This is an optimization exercise on Yosys and OpenROAD, whose aim is small area, not a production implementation.
The RTL was checked by simulation tests, not by an equivalence proof against the original design.
The flow treats the clock pin as an ideal source, which a real chip does not have.
Power figures rest on the tool's default switching activity, not on a simulated workload.

==> flow/design.v (excerpt) <==
module calculator(clk, reset, rst, a, b, op, seg, an);
input clk, reset, rst;
input [3:0] a, b;
input [2:0] op;
output [6:0] seg;
output [3:0] an;
reg [2:0] p;
reg [2:0] r;
wire xst   = p[2] & (p[1] | p[0]);           
wire idle  = (p == 3'd7) & (r == 3'd7);
wire setup = (p == 3'd5) & (r == 3'd0);
wire load  = rst & (idle | setup);
wire oshf  = (p == 3'd4);
wire a0    = (p == 3'd0);
wire a1    = (p == 3'd1);
wire step  = (p == 3'd7) & ~r[2];            
wire lastst = (p == 3'd7) & (r == 3'd3);     
wire dval  = ~(xst & ~r[2]);                 
always @(posedge clk) begin
    if (reset) begin
        p <= 3'd7;
        r <= 3'd7;
    end else if (idle) begin
        if (rst) begin
            p <= 3'd5;
            r <= 3'd0;
        end
    end else if (p == 3'd4) begin
        if (r == 3'd7)
            p <= 3'd5;
        else begin
            p <= 3'd0;
            r <= r + 3'd1;
        end
    end else if (p == 3'd7) begin
        if (r == 3'd6) begin
            p <= 3'd0;
            r <= 3'd0;
        end else begin
            p <= 3'd5;
            r <= r + 3'd1;
        end
    end else
        p <= p + 3'd1;
end
reg [3:0] P, Q;
reg [3:0] ones, tens;
reg [1:0] hund;
wire [3:0] A = tens;
  ...
Settings: LEC_CHECK=0, ABC_AREA=1, CAP_MARGIN=20, CORE_MARGIN=2, CORE_UTILIZATION=60, GPL_TIMING_DRIVEN=0, SLEW_MARGIN=20; clock period 6.0 ns.
standard.sh (not shown) runs the stock make flow with config.mk's settings and CLKGATE_MAP_FILE= SYNTH_SCRIPT=/design/flow/synth_recipe.tcl, a recipe that flattens the netlist after the stock synthesis.
==> flow/flow/run.sh <==
#!/bin/bash
# Own layout flow: the standard synthesis, then its combinational logic
# re-mapped by ABC (flip-flops untouched, equivalence proven with Yosys
# before the new netlist is used), then the standard layout steps with
# sky130_fd_sc_hd__buf_1 as the port buffers.
set -uo pipefail
HERE=$(pwd)
R=$HERE/orfs/results/sky130hd/calculator/base
LIB=/OpenROAD-flow-scripts/flow/platforms/sky130hd/lib/sky130_fd_sc_hd__tt_025C_1v80.lib

bash standard.sh synth > log_synth.log 2>&1 || { echo "standard synthesis failed"; exit 1; }

mkdir -p remap
cp "$R/1_2_yosys.v" remap/in.v
if bash flow/remap.sh remap > log_remap.log 2>&1; then
  echo "using the re-mapped netlist"
  cp remap/out.v "$R/1_2_yosys.v"
  rm -f "$R/1_synth.odb" "$R/1_synth.sdc"
else
  echo "re-mapping not used"
fi

ARGS=("BUFFER_PORTS_ARGS=-buffer_cell sky130_fd_sc_hd__buf_1" "CTS_ARGS=-sink_clustering_enable -repair_clock_nets -buf_list sky130_fd_sc_hd__clkbuf_8 -dont_use_dummy_load")
bash standard.sh "${ARGS[@]}" place > log_place.log 2>&1 || { echo "placement failed"; exit 1; }

# Clock tree: the clock port drives K leaf buffers, one per cluster of
# flip-flops; use the smallest choice whose estimated clock-pin slew is low,
# else leave the clock tree to the standard CTS step.
export FLOW_HOME RESDIR=$R
for choice in 3:sky130_fd_sc_hd__clkbuf_4 4:sky130_fd_sc_hd__clkbuf_4 3:sky130_fd_sc_hd__buf_6 3:sky130_fd_sc_hd__clkbuf_8 4:sky130_fd_sc_hd__clkbuf_8; do
  K=${choice%%:*}; B=${choice#*:}
  CTS_K=$K CTS_BUF=$B openroad -no_init -exit flow/mycts.tcl > log_cts_try_${K}_$B.log 2>&1
  s=$(grep -o 'worst clock pin slew (placement estimate): [0-9.e-]*' log_cts_try_${K}_$B.log | awk '{print $NF}')
  echo "K=$K $B estimated clock-pin slew: $s"
  if [ -n "$s" ] && awk -v s="$s" 'BEGIN { exit !(s < 0.115) }'; then
    CTS_K=$K CTS_BUF=$B OUTDB=$R/4_1_cts.odb OUTSDC=$R/4_cts.sdc openroad -no_init -exit flow/mycts.tcl > log_cts.log 2>&1 \
      && echo "clock tree with $K leaf buffers $B" || rm -f $R/4_1_cts.odb $R/4_cts.sdc
    break
  fi
done

bash standard.sh "${ARGS[@]}" finish > log_finish.log 2>&1 || { echo "layout failed"; exit 1; }
==> flow/flow/remap.sh <==
#!/bin/bash
# remap.sh DIR: re-map the combinational logic of DIR/in.v (the standard
# synthesis netlist) several times with ABC, keep the smallest result that
# Yosys proves equivalent to in.v, and write it to DIR/out.v.
# Logs go to DIR/*.log.
set -u
D=$1
F=$(cd "$(dirname "$0")" && pwd)
LIB=/OpenROAD-flow-scripts/flow/platforms/sky130hd/lib/sky130_fd_sc_hd__tt_025C_1v80.lib
cd "$D"
cp in.v best.v
area() { grep 'Chip area' "$1" | awk '{print $NF}'; }
best_area=1e9
for it in 1 2 3 4 5; do
 for batch in 0 4; do
  for S in $batch $((batch + 1)) $((batch + 2)) $((batch + 3)); do
    W=it${it}_s$S; mkdir -p $W; cp best.v $W/in.v; cp "$F/remap.ys" $W/
    grep -o 'sky130_fd_sc_hd__[a-z0-9_]*' $W/in.v | sort -u | grep -E '__(df|edf|sdf|sedf|dl|conb)' | sed 's/^/blackbox /' > $W/bb.ys
    echo "abc -script +strash;&get,-n;&st;&deepsyn,-T,30,-S,$S;&dch;&nf,-R,1000,-p;&put -liberty $LIB -dont_use *probe* -dont_use *lpflow*" > $W/abc.ys
    (cd $W && timeout 600 yosys -q -l remap.log remap.ys > /dev/null 2>&1) &
  done
  wait
 done
  for S in 0 1 2 3 4 5 6 7; do
    W=it${it}_s$S
    [ -f $W/stat.txt ] && [ -f $W/out.v ] || continue
    a=$(area $W/stat.txt)
    echo "iteration $it seed $S: $a"
    if awk -v a="$a" -v b="$best_area" 'BEGIN { exit !(a < b) }'; then best_area=$a; cp $W/out.v best.v; fi
  done
done
echo "best: $best_area"
cp best.v out.v
cp "$F/chk.ys" "$F/eq.ys" .
yosys -q -l check.log chk.ys > /dev/null 2>&1 || { echo "check failed"; exit 1; }
yosys -l equiv.log eq.ys > /dev/null 2>&1 || { echo "equivalence failed"; exit 1; }
echo "equivalence proven"
Other scripts of this flow, unchanged in this note and not shown: flow/flow/chk.ys, flow/flow/eq.ys, flow/flow/mycts.tcl, flow/flow/remap.ys
The first run finished clean.
Then changed:
--- a/flow/flow/remap.sh
+++ b/flow/flow/remap.sh
@@ -13,3 +13,3 @@
 best_area=1e9
-for it in 1 2 3 4 5; do
+for it in 1 2 3 4 5 6 7 8 9 10; do
  for batch in 0 4; do
Effect: Cell area is lower by about 0.6%; worst setup slack degrades by 0.28 ns; worst hold slack barely changes; sequential share of layout area came out higher by 0.23 points.
Then changed:
--- a/flow/flow/run.sh
+++ b/flow/flow/run.sh
@@ -1,6 +1,8 @@
 #!/bin/bash
-# Own layout flow: the standard synthesis, then its combinational logic
-# re-mapped by ABC (flip-flops untouched, equivalence proven with Yosys
-# before the new netlist is used), then the standard layout steps with
-# sky130_fd_sc_hd__buf_1 as the port buffers.
+# Own layout flow: the standard synthesis (bash standard.sh synth); then its
+# combinational logic re-mapped by ABC with the flip-flops untouched, used
+# only when Yosys proves it equivalent (flow/remap.sh); the standard
+# floorplan and placement with sky130_fd_sc_hd__buf_1 as the port buffers;
+# a clock tree of a few leaf buffers driven by the clock port
+# (flow/mycts.tcl); then the standard routing and finishing steps.
 set -uo pipefail
Final area does not change.
Combinational power is about the same.
Power stays the same.

[re-timing with driven ports]
How much do the figures lean on ideal ports? The routed layouts below were timed once more, with nothing changed but the port constraints.
Step 1, drivers: a clkbuf_16 drives clk and a buf_2 each remaining input, both assumed.
Step 2 moves the port delays by t, midway between the first and last clock arrival at a register: inputs arrive t later, outputs are due t later. That takes back most of the time a late clock gives input paths.
Three values: ideal ports, drivers, drivers and shift; two values: the first two.
run	t, ns	slack for setup (ns)	worst hold slack (ns)	worst register clock-pin slew, ns
the first run	0.162	2.612 / 2.612 / 2.612	0.448 / 0.448 / 0.448	0.10 / 0.10
the second run	0.166	2.334 / 2.334 / 2.334	0.449 / 0.449 / 0.449	0.09 / 0.09
the third run	0.166	2.334 / 2.334 / 2.334	0.449 / 0.449 / 0.449	0.09 / 0.09
After both steps every run listed still meets setup and hold.
